Source: an optimization exercise on an open RTL-to-GDS flow (aim: small area). Production flows keep margins and buffers that such runs may drop. Only simulation tests tie the RTL to the original design; equivalence was not proved. In every run shown here, the design's own scripts or RTL, not TritonCTS, make the clock network. The flow treats the clock pin as an ideal source. Dropping or thinning the clock tree relies on that and would not hold on a real chip. Power is estimated from default activity; no workload was simulated.

## flow/config.mk

```make
export PLATFORM = sky130hd
export DESIGN_NAME = top
export DESIGN_NICKNAME = top
export VERILOG_FILES = /design/flow/design.v
export SDC_FILE = /design/flow/constraint.sdc
export NUM_CORES = 4
export LEC_CHECK = 0
export CAP_MARGIN = 20
export CORE_MARGIN = 2
export CORE_UTILIZATION = 72
export GPL_TIMING_DRIVEN = 0
export SLEW_MARGIN = 20
```

## flow/constraint.sdc

```tcl
create_clock -name core_clock -period 20.0 [get_ports {clk}]
set_input_delay 4.0000 -clock core_clock [delete_from_list [all_inputs] [get_ports {clk}]]
set_output_delay 4.0000 -clock core_clock [all_outputs]
set_load 0.01 [all_outputs]
```

## flow/design.v

```verilog
module button_counter (
    input clk,
    input reset,
    input inc,
    output reg [3:0] q,
    output carry
);
    assign carry = inc & q[0] & q[3];
    always @(posedge clk) begin
        if (reset)
            q <= 4'd0;
        else begin
            q[0] <= q[0] ^ inc;
            q[1] <= q[1] ^ (inc & q[0] & ~q[3]);
            q[2] <= q[2] ^ (inc & q[0] & q[1]);
            q[3] <= q[3] ^ (inc & q[0] & (q[3] | (q[1] & q[2])));
        end
    end
endmodule
module top (
    input clk,              
    input rst,              
    input [2:0] buttons,    
    input sw_left,          
    input sw_right,         
    output [6:0] segments,  
    output [7:0] anodes     
);
    reg a_d, b_d, c_d;
    always @(posedge clk) begin
        a_d <= buttons[0];
        b_d <= buttons[1];
        c_d <= buttons[2];
    end
    reg coinc, coinc_prev, cp, cp_d;
    always @(posedge clk) begin
        coinc_prev <= coinc;
        if (rst) begin
            coinc <= 1'b0; cp <= 1'b0; cp_d <= 1'b0;
        end else begin
            coinc <= a_d & b_d; cp <= coinc & ~coinc_prev; cp_d <= cp;
        end
    end
    wire en;
    m_susp u_susp (.clk(clk), .rst(rst), .cp(cp), .en(en));
    wire inc_a, inc_b;
    m_edge u_edge (.clk(clk), .rst(rst), .en(en), .a_d(a_d), .b_d(b_d), .inc_a(inc_a), .inc_b(inc_b));
    wire [15:0] digits_a, digits_b, digits_c;
    m_cnt u_cnta (.clk(clk), .rst(rst), .inc(inc_a), .q(digits_a));
    m_cnt u_cntb (.clk(clk), .rst(rst), .inc(inc_b), .q(digits_b));
    m_cnt u_cntc (.clk(clk), .rst(rst), .inc(cp_d), .q(digits_c));
    wire [10:0] digits_d;
    m_tdc u_tdc (.clk(clk), .rst(rst), .cp(cp), .c_d(c_d), .q(digits_d));
    wire [2:0] cur;
    m_scan u_scan (.clk(clk), .rst(rst), .cur(cur));
    m_disp u_disp (.sw_left(sw_left), .sw_right(sw_right), .cur(cur), .da(digits_a), .db(digits_b),
                   .dc(digits_c), .dd(digits_d), .segments(segments), .anodes(anodes));
endmodule
module m_susp (input clk, input rst, input cp, output en);
    reg [9:0] susp;
    wire susp_idle = (susp & 10'd411) == 10'd0;
    wire susp_last = (susp & 10'd891) == 10'd872;
    wire susp_first = (susp & 10'd223) == 10'd4;
    wire susp_start = cp & susp_idle;
    always @(posedge clk) begin
        if (rst | susp_last)
            susp <= 10'd0;
        else
            susp <= {susp[8:0], susp[9] ^ susp[2]} | (susp_start ? 10'd292 : 10'd0);
    end
    assign en = susp_idle | susp_first;
endmodule
module m_edge (input clk, input rst, input en, input a_d, input b_d, output inc_a, output inc_b);
    reg a_state, a_prev, b_state, b_prev;
    always @(posedge clk) begin
        if (en) begin
            a_prev <= a_state; b_prev <= b_state;
        end
        if (rst) begin
            a_state <= 1'b0; b_state <= 1'b0;
        end else if (en) begin
            a_state <= a_d; b_state <= b_d;
        end
    end
    assign inc_a = en & a_state & ~a_prev;
    assign inc_b = en & b_state & ~b_prev;
endmodule
module m_cnt (input clk, input rst, input inc, output [15:0] q);
    wire [4:0] c;
    assign c[0] = inc;
    genvar i;
    generate
        for (i = 0; i < 4; i = i + 1) begin : bcd
            button_counter d (.clk(clk), .reset(rst), .inc(c[i]), .q(q[4*i+3:4*i]), .carry(c[i+1]));
        end
    endgenerate
endmodule
module m_tdc (input clk, input rst, input cp, input c_d, output [10:0] q);
    reg c_prev, c_pulse;
    always @(posedge clk) begin
        c_prev <= c_d; c_pulse <= c_d & ~c_prev;
    end
    reg measuring;
    reg [2:0] t_hun, s_hun;
    reg [3:0] t_ten, t_one, s_ten, s_one;
    wire timeout = t_hun[2] & t_hun[1] & t_ten[2] & t_ten[1];
    wire stop = measuring & (c_pulse | timeout);
    wire run = measuring & ~stop;
    wire one9 = t_one[3] & t_one[0];
    wire ten9 = t_ten[3] & t_ten[0];
    always @(posedge clk) begin
        if (rst)
            measuring <= 1'b0;
        else
            measuring <= measuring ? ~(c_pulse | timeout) : cp;
        if (~run) begin
            t_one <= 4'd0; t_ten <= 4'd0; t_hun <= 3'd0;
        end else begin
            t_one <= one9 ? 4'd0 : t_one + 4'd1;
            if (one9) begin
                t_ten <= ten9 ? 4'd0 : t_ten + 4'd1;
                if (ten9)
                    t_hun <= t_hun + 3'd1;
            end
        end
        if (rst) begin
            s_one <= 4'd0; s_ten <= 4'd0; s_hun <= 3'd0;
        end else if (stop) begin
            s_one <= t_one; s_ten <= t_ten; s_hun <= t_hun;
        end
    end
    assign q = {s_hun, s_ten, s_one};
endmodule
module m_scan (input clk, input rst, output reg [2:0] cur);
    localparam [7:0] SCAN_RESET = 8'd156;
    localparam [7:0] SCAN_FIRST = 8'd188;
    reg [7:0] scan;
    wire tick = (scan & 8'b11111010) == 8'b10010010;
    always @(posedge clk) begin
        if (rst) begin
            scan <= SCAN_RESET; cur <= 3'd0;
        end else begin
            scan <= tick ? SCAN_FIRST : {scan[6:0], scan[7] ^ scan[2]};
            cur <= cur + {2'b00, tick};
        end
    end
endmodule
module m_disp (input sw_left, input sw_right, input [2:0] cur, input [15:0] da, input [15:0] db,
               input [15:0] dc, input [10:0] dd, output [6:0] segments, output [7:0] anodes);
    wire [15:0] ddx = {5'd0, dd};
    wire m0 = ~sw_left & ~sw_right;
    wire sa = m0 & ~cur[2];
    wire sb = m0 & cur[2];
    wire sc = ~sw_left & sw_right & ~cur[2];
    wire sd = sw_left & ~sw_right & ~cur[2];
    reg [3:0] xa, xb, xc, xd;
    always @(*) begin
        case (cur[1:0])
            2'd0: begin xa = da[3:0]; xb = db[3:0]; xc = dc[3:0]; xd = ddx[3:0]; end
            2'd1: begin xa = da[7:4]; xb = db[7:4]; xc = dc[7:4]; xd = ddx[7:4]; end
            2'd2: begin xa = da[11:8]; xb = db[11:8]; xc = dc[11:8]; xd = ddx[11:8]; end
            default: begin xa = da[15:12]; xb = db[15:12]; xc = dc[15:12]; xd = ddx[15:12]; end
        endcase
    end
    wire [3:0] d = (xa | {4{~sa}}) & (xb | {4{~sb}}) & (xc | {4{~sc}}) & (xd | {4{~sd}});
    assign segments[6] = (~d[3] & ~d[2] & ~d[1] & d[0]) | (d[2] & ~d[1] & ~d[0]) | (d[3] & d[2]);
    assign segments[5] = d[2] & ((d[1] ^ d[0]) | d[3]);
    assign segments[4] = (~d[2] & d[1] & ~d[0]) | (d[3] & d[2]);
    assign segments[3] = (~d[3] & ~d[2] & ~d[1] & d[0]) | (d[2] & ~d[1] & ~d[0]) | (d[2] & d[1] & d[0]);
    assign segments[2] = d[0] | (d[2] & ~d[1]);
    assign segments[1] = (~d[2] & d[1]) | (d[1] & d[0]) | (~d[3] & ~d[2] & d[0]);
    assign segments[0] = (~d[3] & ~d[2] & ~d[1]) | (d[2] & d[1] & d[0]);
    assign anodes = (sw_left & sw_right) ? 8'hFF : ~(8'b00000001 << cur);
endmodule
```

## flow/flow/run.sh

```bash
#!/bin/bash
# Own flow: the standard layout with
# - area-oriented ABC scripts in synthesis (synth.tcl),
# - buf_1 port buffers (buf_4 for the reset, flow/rstbuf.tcl),
# - no buffers above buf_4 for the resizer to insert (the platform's don't-use cells stay don't-use),
# - the clock buffered by flow/clkbuf.tcl (one clock buffer per group of nearby flip-flops)
#   instead of TritonCTS.
set -euo pipefail
export FLOW_SYNTH_TCL="$PWD/synth_recipe.tcl"
export CLK_GROUPS=4
export CLK_GROUP_CELL=sky130_fd_sc_hd__clkbuf_16
PLATFORM_DONT_USE="sky130_fd_sc_hd__probe_p_8 sky130_fd_sc_hd__probec_p_8 sky130_fd_sc_hd__lpflow_bleeder_1 sky130_fd_sc_hd__lpflow_clkbufkapwr_1 sky130_fd_sc_hd__lpflow_clkbufkapwr_16 sky130_fd_sc_hd__lpflow_clkbufkapwr_2 sky130_fd_sc_hd__lpflow_clkbufkapwr_4 sky130_fd_sc_hd__lpflow_clkbufkapwr_8 sky130_fd_sc_hd__lpflow_clkinvkapwr_1 sky130_fd_sc_hd__lpflow_clkinvkapwr_16 sky130_fd_sc_hd__lpflow_clkinvkapwr_2 sky130_fd_sc_hd__lpflow_clkinvkapwr_4 sky130_fd_sc_hd__lpflow_clkinvkapwr_8 sky130_fd_sc_hd__lpflow_decapkapwr_12 sky130_fd_sc_hd__lpflow_decapkapwr_3 sky130_fd_sc_hd__lpflow_decapkapwr_4 sky130_fd_sc_hd__lpflow_decapkapwr_6 sky130_fd_sc_hd__lpflow_decapkapwr_8 sky130_fd_sc_hd__lpflow_inputiso0n_1 sky130_fd_sc_hd__lpflow_inputiso0p_1 sky130_fd_sc_hd__lpflow_inputiso1n_1 sky130_fd_sc_hd__lpflow_inputiso1p_1 sky130_fd_sc_hd__lpflow_inputisolatch_1 sky130_fd_sc_hd__lpflow_isobufsrc_1 sky130_fd_sc_hd__lpflow_isobufsrc_16 sky130_fd_sc_hd__lpflow_isobufsrc_2 sky130_fd_sc_hd__lpflow_isobufsrc_4 sky130_fd_sc_hd__lpflow_isobufsrc_8 sky130_fd_sc_hd__lpflow_isobufsrckapwr_16 sky130_fd_sc_hd__lpflow_lsbuf_lh_hl_isowell_tap_1 sky130_fd_sc_hd__lpflow_lsbuf_lh_hl_isowell_tap_2 sky130_fd_sc_hd__lpflow_lsbuf_lh_hl_isowell_tap_4 sky130_fd_sc_hd__lpflow_lsbuf_lh_isowell_4 sky130_fd_sc_hd__lpflow_lsbuf_lh_isowell_tap_1 sky130_fd_sc_hd__lpflow_lsbuf_lh_isowell_tap_2 sky130_fd_sc_hd__lpflow_lsbuf_lh_isowell_tap_4 "
EXTRA_DONT_USE="sky130_fd_sc_hd__buf_6 sky130_fd_sc_hd__buf_8 sky130_fd_sc_hd__buf_12 sky130_fd_sc_hd__buf_16 sky130_fd_sc_hd__bufbuf_8 sky130_fd_sc_hd__bufbuf_16 sky130_fd_sc_hd__bufinv_8 sky130_fd_sc_hd__bufinv_16"
bash standard.sh \
  "SYNTH_SCRIPT=$PWD/flow/synth.tcl" "ADDER_MAP_FILE=" \
  "DONT_USE_CELLS=$PLATFORM_DONT_USE $EXTRA_DONT_USE" \
  "BUFFER_PORTS_ARGS=-buffer_cell sky130_fd_sc_hd__buf_1" \
  "PRE_CTS_TCL=$PWD/flow/clkbuf.tcl" \
  "PRE_RESIZE_TCL=$PWD/flow/rstbuf.tcl" \
  finish > standard.log 2>&1
```

## flow/flow/a1.abc

```
strash
dch -f
amap
topo
```

## flow/flow/a10.abc

```
strash
&get -n
&st
&dch -f
&nf -p -R 1000 -E 100 -F 8 -A 8
&put
topo
```

## flow/flow/a11.abc

```
strash
&get -n
&st
&dch
&nf -p -R 1000 -E 100 -F 8 -A 8
&put
topo
```

## flow/flow/a12.abc

```
strash
&get -n
&st
&dch -f
&nf -p -R 1000 -E 80 -F 8 -A 8
&put
topo
```

## flow/flow/a2.abc

```
&get -n
&st
&dch -f
&nf -p -R 1000 -F 8 -A 8
&put
topo
```

## flow/flow/a3.abc

```
strash
fraig
dch -f
amap
topo
```

## flow/flow/a4.abc

```
&get -n
&st
&dch -f
&nf -p -R 1000
&put
&get -n
&st
&dch -f
&nf -p -R 1000
&put
topo
```

## flow/flow/a5.abc

```
strash
dch
amap
topo
```

## flow/flow/a6.abc

```
strash
if -K 4 -a
mfs2 -a
strash
dc2
dch -f
amap
topo
```

## flow/flow/a7.abc

```
strash
if -K 6 -a
mfs2 -a
strash
dch -f
amap
topo
```

## flow/flow/a8.abc

```
strash
&get -n
&st
&dch
&nf -R 1000
&put
topo
```

## flow/flow/a9.abc

```
strash
&get -n
&st
&dch -f
&nf -p -R 1000 -E 100
&put
topo
```

## flow/flow/clkbuf.tcl

```tcl
# Clock buffering in place of TritonCTS (sourced as the PRE_CTS hook): the flip-flops
# are split by location into groups (k-means), each driven by one clock buffer placed
# at the group's centre; the clock port drives these buffers directly.
set nclusters $::env(CLK_GROUPS)
set cell $::env(CLK_GROUP_CELL)

set db [ord::get_db]
set block [ord::get_db_block]
set clk_net [$block findNet clk]
set sinks {}
set xs {}
set ys {}
foreach it [$clk_net getITerms] {
  set bb [[$it getInst] getBBox]
  lappend sinks $it
  lappend xs [expr {([$bb xMin] + [$bb xMax]) / 2.0}]
  lappend ys [expr {([$bb yMin] + [$bb yMax]) / 2.0}]
}
set n [llength $sinks]
set order [lsort -real -indices [lmap x $xs y $ys {expr {$x + $y}}]]
set cx {}
set cy {}
for {set k 0} {$k < $nclusters} {incr k} {
  set idx [lindex $order [expr {int(($k + 0.5) * $n / $nclusters)}]]
  lappend cx [lindex $xs $idx]
  lappend cy [lindex $ys $idx]
}
set assign [lrepeat $n 0]
for {set iter 0} {$iter < 100} {incr iter} {
  for {set i 0} {$i < $n} {incr i} {
    set best 0
    set bd 1e30
    for {set k 0} {$k < $nclusters} {incr k} {
      set d [expr {abs([lindex $xs $i] - [lindex $cx $k]) + abs([lindex $ys $i] - [lindex $cy $k])}]
      if {$d < $bd} {
        set bd $d
        set best $k
      }
    }
    lset assign $i $best
  }
  for {set k 0} {$k < $nclusters} {incr k} {
    set sx 0.0
    set sy 0.0
    set c 0
    for {set i 0} {$i < $n} {incr i} {
      if {[lindex $assign $i] == $k} {
        set sx [expr {$sx + [lindex $xs $i]}]
        set sy [expr {$sy + [lindex $ys $i]}]
        incr c
      }
    }
    if {$c > 0} {
      lset cx $k [expr {$sx / $c}]
      lset cy $k [expr {$sy / $c}]
    }
  }
}
set master [$db findMaster $cell]
for {set k 0} {$k < $nclusters} {incr k} {
  set inst [odb::dbInst_create $block $master "clkbuf_group_$k"]
  set net [odb::dbNet_create $block "clk_group_$k"]
  $net setSigType CLOCK
  [$inst findITerm A] connect $clk_net
  [$inst findITerm X] connect $net
  set c 0
  for {set i 0} {$i < $n} {incr i} {
    if {[lindex $assign $i] == $k} {
      set it [lindex $sinks $i]
      $it disconnect
      $it connect $net
      incr c
    }
  }
  $inst setLocation [expr {int([lindex $cx $k])}] [expr {int([lindex $cy $k])}]
  $inst setPlacementStatus PLACED
  puts "clock group $k: $c flip-flops, $cell"
}
set_propagated_clock [all_clocks]

# The clock tree is built; skip TritonCTS.
rename clock_tree_synthesis tritoncts_unused
proc clock_tree_synthesis {args} {
  puts "clock_tree_synthesis skipped: the clock is buffered by clkbuf.tcl"
}
```

## flow/flow/rstbuf.tcl

```tcl
# PRE_RESIZE hook: the reset port fans out to most flip-flops, so its port buffer is a
# buf_4 rather than the buf_1 the other ports get; repair_design then has no slew
# violation to fix on that net.
set rst_net [[ord::get_db_block] findNet rst]
foreach it [$rst_net getITerms] {
  set inst [$it getInst]
  if {[string match "sky130_fd_sc_hd__buf_*" [[$inst getMaster] getName]]} {
    replace_cell [$inst getName] sky130_fd_sc_hd__buf_4
    puts "reset port buffer [$inst getName] is now sky130_fd_sc_hd__buf_4"
  }
}
```

## flow/flow/synth.tcl

```tcl
# The standard synthesis (synth_recipe.tcl), but ABC maps the logic with each of a
# few area-oriented scripts (a*.abc here) and the smallest result is kept.
# Registers are mapped before ABC runs, so they come out as in the standard synthesis.
set abc_scripts [lsort [glob [file join [file dirname [file normalize [info script]]] a*.abc]]]
proc abc {args} {
  global abc_scripts
  set i [lsearch -exact $args -script]
  set j [lsearch -exact $args -liberty]
  set lib [lindex $args [expr {$j + 1}]]
  set best_area 1e18
  set best_script ""
  yosys design -save before_abc
  foreach s $abc_scripts {
    yosys design -load before_abc
    yosys abc {*}[lreplace $args [expr {$i + 1}] [expr {$i + 1}] $s]
    set report [yosys tee -q -s result.string stat -liberty $lib]
    regexp {Chip area for [^:]*: ([0-9.]+)} $report -> area
    puts "abc script $s: area $area"
    if { $area < $best_area } {
      set best_area $area
      set best_script $s
    }
  }
  yosys design -load before_abc
  puts "abc script kept: $best_script (area $best_area)"
  yosys abc {*}[lreplace $args [expr {$i + 1}] [expr {$i + 1}] $best_script]
}
source $::env(FLOW_SYNTH_TCL)
```

## flow/standard.sh

```bash
#!/bin/bash
# synth_recipe.tcl (not shown) runs the flow's synth.tcl, then flattens the netlist and writes it again
# the make line also repeats each setting of config.mk as NAME=value (left out here)
make -C /OpenROAD-flow-scripts/flow DESIGN_CONFIG=/design/flow/config.mk WORK_HOME=/design/flow/orfs CLKGATE_MAP_FILE= SYNTH_SCRIPT=/design/flow/synth_recipe.tcl "${@:-finish}"
```

==> flow_summary.json, run 1 <==
{
  "io_pins": 22,
  "die_w_um": 78.62,
  "cts_resized": 0,
  "crit_arrival_ns": 5.88,
  "path_cells": "buf_1 -> nor3_1 -> a32o_1 -> a311oi_1 -> o21ai_0 -> o21ai_0 -> o21ai_0 -> buf_1",
  "synth_cell_types": 33,
  "grt_pass1_wl_mm": 13.14,
  "p_comb_share_pct": 5.5,
  "first_iter_violations": 223,
  "leakage_nw": 1.485,
  "core_sq_um": 5439,
  "crit_path_top_delay_cell": "a311oi_1",
  "worstSetupPathType": "in -> out",
  "power.total_mw": 0.3197,
  "p_clk_share_pct": 27.1,
  "antennaDiodeCount": 0,
  "clk_latency_ns": 0.18,
  "vias": 3217,
  "slew_viol_final": 0,
  "status": "no timing/DRC/antenna violations",
  "wl_per_cell_um": 13.74,
  "portBuffers": 21,
  "layout_common_cells": "dfxtp_1 (103), nor2_1 (62), nand2_1 (54), a21oi_1 (32), nor3_1 (31)",
  "intPower_mw": 0.2564,
  "final_common_cell": "dfxtp_1",
  "hold_viol_final": 0,
  "pwr-share-seq_pct": 67.4,
  "maxCapViolCount": 0,
  "globalplace.congestion": 0.8899,
  "cpMostUsedCell": "o21ai_0",
  "overflow": 0,
  "finalClockSkew_ns": 0.04366,
  "ys_seq_area_share_pct": 52.93,
  "grtUsageTotal_pct": 25.18,
  "ant_nets": 0,
  "n_fill_cell": 397,
  "drc": 0,
  "required_ns": 16.00,
  "fp.dieH_um": 78.62,
  "grt_setup_unrepaired": "false",
  "irDropWorstVdd_v": 0.00007658,
  "start_util_pct": 73.71,
  "syn_area_per_cell_sq_um": 8.948,
  "synth_area_sq_um": 4009,
  "post-route-util_pct": 78.86,
  "design_area_sq_um": 4289,
  "area_growth_syn_to_layout_pct": 6.991,
  "firstDrtPassIters": 5,
  "p_sw_mw": 0.06335,
  "antenna_found_initial": 0,
  "synthCells": 448,
  "grt_pass1_vias": 2958,
  "path_clk_slew_ns": 0.07,
  "numPlacedInstances": 541,
  "rows": 27,
  "dpl-instance-area_sq_um": 4187,
  "hpwl_mm": 5.184,
  "wl_mm": 7.486,
  "viasPerCell": 5.903,
  "nets": 482,
  "setup_ws_ns": 10.12,
  "tns_ns": 0,
  "post_cts_buffers": 0,
  "sw_frac_of_total_pct": 19.82,
  "synthesis.nets": 455,
  "fmax_mhz": 101.2,
  "min_path_type": "reg -> reg",
  "dpl_worst_slack_ns": 10.16,
  "ys_warn_count": 7,
  "hold_buffers": 0,
  "synth_seq_cells": 105,
  "final_cells": 545,
  "powerDensity_nw_per_um2": 74.54,
  "grt_max_degree": 79,
  "critPathCaptureType": "output port",
  "min_period_ns": 9.880,
  "period_share_pct": 49.40,
  "final-setup-viol-count": 0,
  "layout-drive-gt1-share_pct": 1.691,
  "timing.hold.ws_ns": 0.3535,
  "tightest_slew_ns": 0.8547,
  "startpoint_type": "input pin",
  "dieArea_sq_um": 6180,
  "path_max_fanout": 6,
  "timing.slew.headroom_pct": 42.63,
  "slowest_delay_ns": 0.67
}
power groups by stage:
stage / Sequential (mW) / Clock, mW / Combinational, mW
finish: 0.216 / 0.0867 / 0.0175
floorplan: 0.220 / 0 / 0.0109
global route: 0.216 / 0.0944 / 0.0198
detailed placement: 0.220 / 0 / 0.0174
global placement: 0.220 / 0 / 0.0169
CTS: 0.216 / 0.0875 / 0.0176
synthesized netlist by cell type:
cell type | number | area (sq um)
xor2_1 | 14 | 122.6
and3_1 | 12 | 75.07
a211oi_1 | 6 | 45.04
a41oi_1 | 1 | 8.760
a21o_1 | 2 | 15.01
a32oi_1 | 2 | 17.52
nor3b_1 | 13 | 97.59
a222oi_1 | 15 | 150.1
nand3_1 | 22 | 110.1
or2_0 | 1 | 6.260
dfxtp_1 | 103 | 2062
o21a_1 | 3 | 22.52
a32o_1 | 1 | 10.01
o21ai_0 | 6 | 30.03
o211ai_1 | 1 | 7.510
a21oi_1 | 32 | 160.2
clkinv_1 | 8 | 30.03
nor4_1 | 1 | 6.260
a311oi_1 | 1 | 8.760
a31oi_1 | 8 | 50.05
nand2_1 | 54 | 202.7
nor2_1 | 63 | 236.5
o22ai_1 | 1 | 6.260
mux2i_1 | 2 | 20.02
nand2b_1 | 3 | 18.77
and2_0 | 14 | 87.58
a22oi_1 | 1 | 7.510
nor3_1 | 31 | 155.2
xnor2_1 | 9 | 78.83
nor2b_1 | 11 | 68.82
nand4_1 | 1 | 6.260
or3_1 | 4 | 25.02
edfxtp_1 | 2 | 60.06
path summary, 6_finish.rpt:
kind	to	slack, ns	startpoint	cells past startpoint
hold reg to reg	u_tdc.c_prev	0.35	c_d	0
hold / removal	u_tdc.c_prev	0.35	c_d	0
setup reg to reg	u_cntb.bcd[3].d.q[1]	16.74	u_susp.susp[1]	12
setup / recovery	segments[3]	10.12	sw_right	8
cell families after synthesis:
logic type | Yosys count | share of synthesized area [%]
and+or+nand+nor | 230 | 27.34
DFF | 105 | 52.93
AOI/OAI and AO/OA | 80 | 13.45
xor gates and xnor gates | 23 | 5.025
buffers and inverters | 8 | 0.7491
muxes | 2 | 0.4994
layer usage:
layer  track usage, %  part of all wire (%)
met1            35.66                    48
met5                0                     0
met2            44.02                    47
met4            2.807                   1.3
met3            1.609                   3.9
sequential cells by signal, summed over array words and instances (netlist names), 3 cells and up:
| name | flops |
|---|---|
| u_scan.cur | 3 |
| u_cnta.bcd.d.q | 16 |
| u_tdc.t_hun | 3 |
| u_tdc.s_ten | 4 |
| u_scan.scan | 8 |
| u_susp.susp | 10 |
| u_cntb.bcd.d.q | 16 |
| u_tdc.t_one | 4 |
| u_tdc.t_ten | 4 |
| u_tdc.s_hun | 3 |
| u_cntc.bcd.d.q | 16 |
| u_tdc.s_one | 4 |
cell type report:
class / count / area [sq um] / share of cell area [%]
timing repair buffer: 21 / 82.58 / 1.925
sequential: 105 / 2122 / 49.48
buffer: 4 / 100.1 / 2.334
tap: 72 / 90.09 / 2.100
inverter: 8 / 30.03 / 0.7001
multi-input combinational: 335 / 1864 / 43.47
critical path, delay by kind of cell:
| family | cells | cell delay (ns) |
|---|---|---|
| compound gates | 5 | 1.39 |
| buf+inv | 2 | 0.35 |
| simple gates | 1 | 0.14 |
==> run 2, diff against run 1 <==
--- a/flow/design.v
+++ b/flow/design.v
@@ -59,6 +59,7 @@
 module m_susp (input clk, input rst, input cp, output en);
+    localparam [9:0] SUSP_FIRST = 10'd124;
     reg [9:0] susp;
-    wire susp_idle = (susp & 10'd411) == 10'd0;
-    wire susp_last = (susp & 10'd891) == 10'd872;
-    wire susp_first = (susp & 10'd223) == 10'd4;
+    wire susp_idle = (susp & 10'b0011011011) == 10'b0000000000;
+    wire susp_last = (susp & 10'b0100110111) == 10'b0000000001;
+    wire susp_first = (susp & 10'b1011111011) == 10'b0001111000;
     wire susp_start = cp & susp_idle;
@@ -68,3 +69,3 @@
         else
-            susp <= {susp[8:0], susp[9] ^ susp[2]} | (susp_start ? 10'd292 : 10'd0);
+            susp <= {susp[8:0], susp[9] ^ susp[2]} | (susp_start ? SUSP_FIRST : 10'd0);
     end
==> flow/flow/run.sh (replaced) <==
#!/bin/bash
# Own flow: the standard layout with area-oriented ABC scripts in synthesis (synth.tcl),
# buf_1 port buffers, and the clock buffered by flow/clkbuf.tcl instead of TritonCTS.
set -euo pipefail
export FLOW_SYNTH_TCL="$PWD/synth_recipe.tcl"
export CLK_GROUPS=4
export CLK_GROUP_CELL=sky130_fd_sc_hd__clkbuf_16
bash standard.sh \
  "SYNTH_SCRIPT=$PWD/flow/synth.tcl" "ADDER_MAP_FILE=" \
  "BUFFER_PORTS_ARGS=-buffer_cell sky130_fd_sc_hd__buf_1" \
  "PRE_CTS_TCL=$PWD/flow/clkbuf.tcl" \
  finish > standard.log 2>&1
removed: flow/flow/a10.abc
removed: flow/flow/a11.abc
removed: flow/flow/a12.abc
removed: flow/flow/a7.abc
removed: flow/flow/a8.abc
removed: flow/flow/a9.abc
removed: flow/flow/rstbuf.tcl
==> flow_summary.json, run 2 <==
{
  "crit_buf_inv": 2,
  "wl_per_cell_um": 14.80,
  "fmax_mhz": 102.2,
  "grt_max_degree": 41,
  "final_cells": 554,
  "overflow": 0,
  "irDropWorstVdd_v": 0.00007294,
  "yosys-top-cells-area": "dfxtp_1 (51%), a21oi_1 (6.2%), nand2_1 (5.0%)",
  "hold_viol_final": 0,
  "hold_buffers": 0,
  "start_util_pct": 74.17,
  "worstSetupPathType": "in -> out",
  "hpwl_mm": 5.774,
  "startpoint_type": "input pin",
  "synthCells": 456,
  "drc": 0,
  "asyncSetResetFlopFracSynth_pct": 0,
  "io_pins": 22,
  "path_cells": "buf_1 -> or3_1 -> a21oi_1 -> o21ai_0 -> nand4_1 -> nand2b_1 -> o21ai_0 -> nand2_1 -> o21ai_0 -> buf_1",
  "timing.slew.headroom_pct": 19.32,
  "fp.dieH_um": 79.08,
  "maxCapViolCount": 0,
  "ff2ff_setup_slack_ns": 16.66,
  "portBuffers": 21,
  "die_w_um": 79.08,
  "wl_mm": 8.200,
  "final-setup-viol-count": 0,
  "grt_pass1_wl_mm": 13.81,
  "antennaDiodeCount": 0,
  "leakage_nw": 1.541,
  "antenna_found_initial": 0,
  "status": "no timing/DRC/antenna violations",
  "synth_area_sq_um": 4059,
  "firstDrtPassIters": 5,
  "core_sq_um": 5473,
  "finalClockSkew_ns": 0.02490,
  "numPlacedInstances": 550,
  "rows": 27,
  "globalplace.congestion": 0.8163,
  "cp_top_family": "simple AND/OR/NAND/NOR gates",
  "synthesis.nets": 463,
  "tightest_slew_ns": 1.208,
  "period_share_pct": 48.91,
  "reg_top3": "u_cnta.bcd.d.q: 16 flops, u_cntb.bcd.d.q: 16 flops, u_cntc.bcd.d.q: 16 flops",
  "synth_cell_types": 38,
  "synth.top_cells.by_count": "dfxtp_1 (103), nand2_1 (54), a21oi_1 (50)",
  "vias": 3409,
  "dpl_worst_slack_ns": 10.25,
  "dieArea_sq_um": 6254,
  "dpl-instance-area_sq_um": 4259,
  "synth_seq_cells": 105,
  "critPathCaptureType": "output port",
  "first_iter_violations": 217,
  "cpMostUsedCell": "o21ai_0",
  "ys_seq_area_share_pct": 52.28,
  "grtUsageTotal_pct": 26.21,
  "layout-drive-gt1-share_pct": 1.660,
  "clk_latency_ns": 0.17,
  "path_clk_slew_ns": 0.09,
  "design_area_sq_um": 4359,
  "crit_path_top_delay_cell": "or3_1",
  "synth_edf_count": 2,
  "grt_pass1_vias": 3058,
  "post_cts_buffers": 0,
  "synth_most_common_cell": "dfxtp_1",
  "setup_ws_ns": 10.22,
  "cts_resized": 0,
  "ys_warn_count": 7,
  "ys.flop_type": "dfxtp_1",
  "slowest_delay_ns": 0.44,
  "nets": 491,
  "min_path_type": "reg -> reg",
  "yosys.area.top_type_share_pct": 50.80,
  "area_growth_syn_to_layout_pct": 7.398,
  "synth.largest_area_cell": "dfxtp_1",
  "final_common_cell": "dfxtp_1",
  "n_fill_cell": 374,
  "powerDensity_nw_per_um2": 73.87,
  "ant_nets": 0,
  "path_max_fanout": 7,
  "viasPerCell": 6.153,
  "crit_arrival_ns": 5.78,
  "tns_ns": 0,
  "required_ns": 16.00,
  "slew_viol_final": 0,
  "syn_area_per_cell_sq_um": 8.901,
  "grt_setup_unrepaired": "false",
  "min_period_ns": 9.782,
  "layout_common_cells": "dfxtp_1 (103), nand2_1 (54), a21oi_1 (50), nor2_1 (48), nor3_1 (27)"
}
[run 2: cell count changes after synthesis, moves of 4 or more]
cell,previous run,this run
a211oi_1,6,12
a21oi_1,32,50
a222oi_1,15,10
and2_0,14,9
and3_1,12,16
nand3_1,22,15
nor2_1,63,49
nor3_1,31,27
o21a_1,3,7
o21ai_0,6,14
xnor2_1,9,5
[run 2: worst paths after layout]
check	startpoint	to	cells after the start
setup / recovery	sw_left	segments[3]	10
hold / removal	c_d	u_tdc.c_prev	0
setup reg to reg	u_susp.susp[1]	u_cnta.bcd[3].d.q[3]	13
hold reg to reg	c_d	u_tdc.c_prev	0
[run 2: power by group]
| part | internal, mW | total, mW | switching, mW |
|---|---|---|---|
| Clock | 0.0368 | 0.0861 | 0.0494 |
| Sequential | 0.214 | 0.216 | 0.00255 |
| Combinational | 0.00702 | 0.0196 | 0.0125 |
| Total | 0.258 | 0.322 | 0.0645 |
[run 2: cell families (layout without fill, tap and decap cells)]
group	count (synthesis)	in the layout	share of synthesized area, %
compound gates	115	115	17.94
xor+xnor	18	18	3.884
buf+inv	11	37	1.017
flops	105	105	52.28
mux	2	2	0.4932
simple gates	205	205	24.38
[run 2: worst reg2reg max path: cells and delay by family, from the launching register on]
kind            cells  cell delay, ns
compound gates      2            0.77
simple gates       11            2.15
flops               1            0.34
[run 2: cell type report]
cell class              count  area [sq um]  share of cell area, %
inverters                  11         41.29                 0.9472
plain buffers               4         100.1                  2.296
flip-flops and latches    105          2122                  48.68
well taps                  72         90.09                  2.067
multi-input cells         340          1906                  43.71
repair buffers             22         100.1                  2.296
[run 2: layer usage]
metal	routed length, um	global-route usage (%)
met5	0	0
met4	82	2.931
met3	337	2.159
met2	3965	47.12
met1	3815	35.75
[run 2: stage by stage]
stage                     hold WS [ns]  power [mW]  utilization, %
after global routing            0.3667      0.3333           79.65
after global placement          0.3326      0.2387           77.25
after detailed placement        0.3362      0.2406           77.82
after CTS                       0.3570      0.3221           79.65
final                           0.3537      0.3220           79.65
after floorplan                 0.3232      0.2322               -

[separate check: timing with driven ports]
No port has a modelled driver above. Below, the same layouts with a new extraction and two added sets of constraints. Step 1: set_driving_cell puts a clkbuf_16 on clk and a buf_2 on each other input, an assumption about the parent block. Step 2 times the ports against the registers' clock, not the clock port: input delays grow and output delays shrink by t, the midpoint of the rising clock arrivals with the driver on. Three values: no drivers, after step 1, after step 2; two values: the first two.
| run | t, ns | slack for setup (ns) | hold slack, ns | cell pins on the clock port's net |
|---|---|---|---|---|
| run 1 | 0.230 | 10.120 / 10.098 / 10.098 | 0.353 / 0.353 / 0.353 | 4 |
| run 2 | 0.238 | 10.218 / 10.198 / 10.198 | 0.354 / 0.354 / 0.354 | 4 |
After both steps setup and hold are still met in every run listed. For run 1, which loses most, drivers alone change the setup slack by -0.022 ns; drivers and shift together by -0.022 ns.
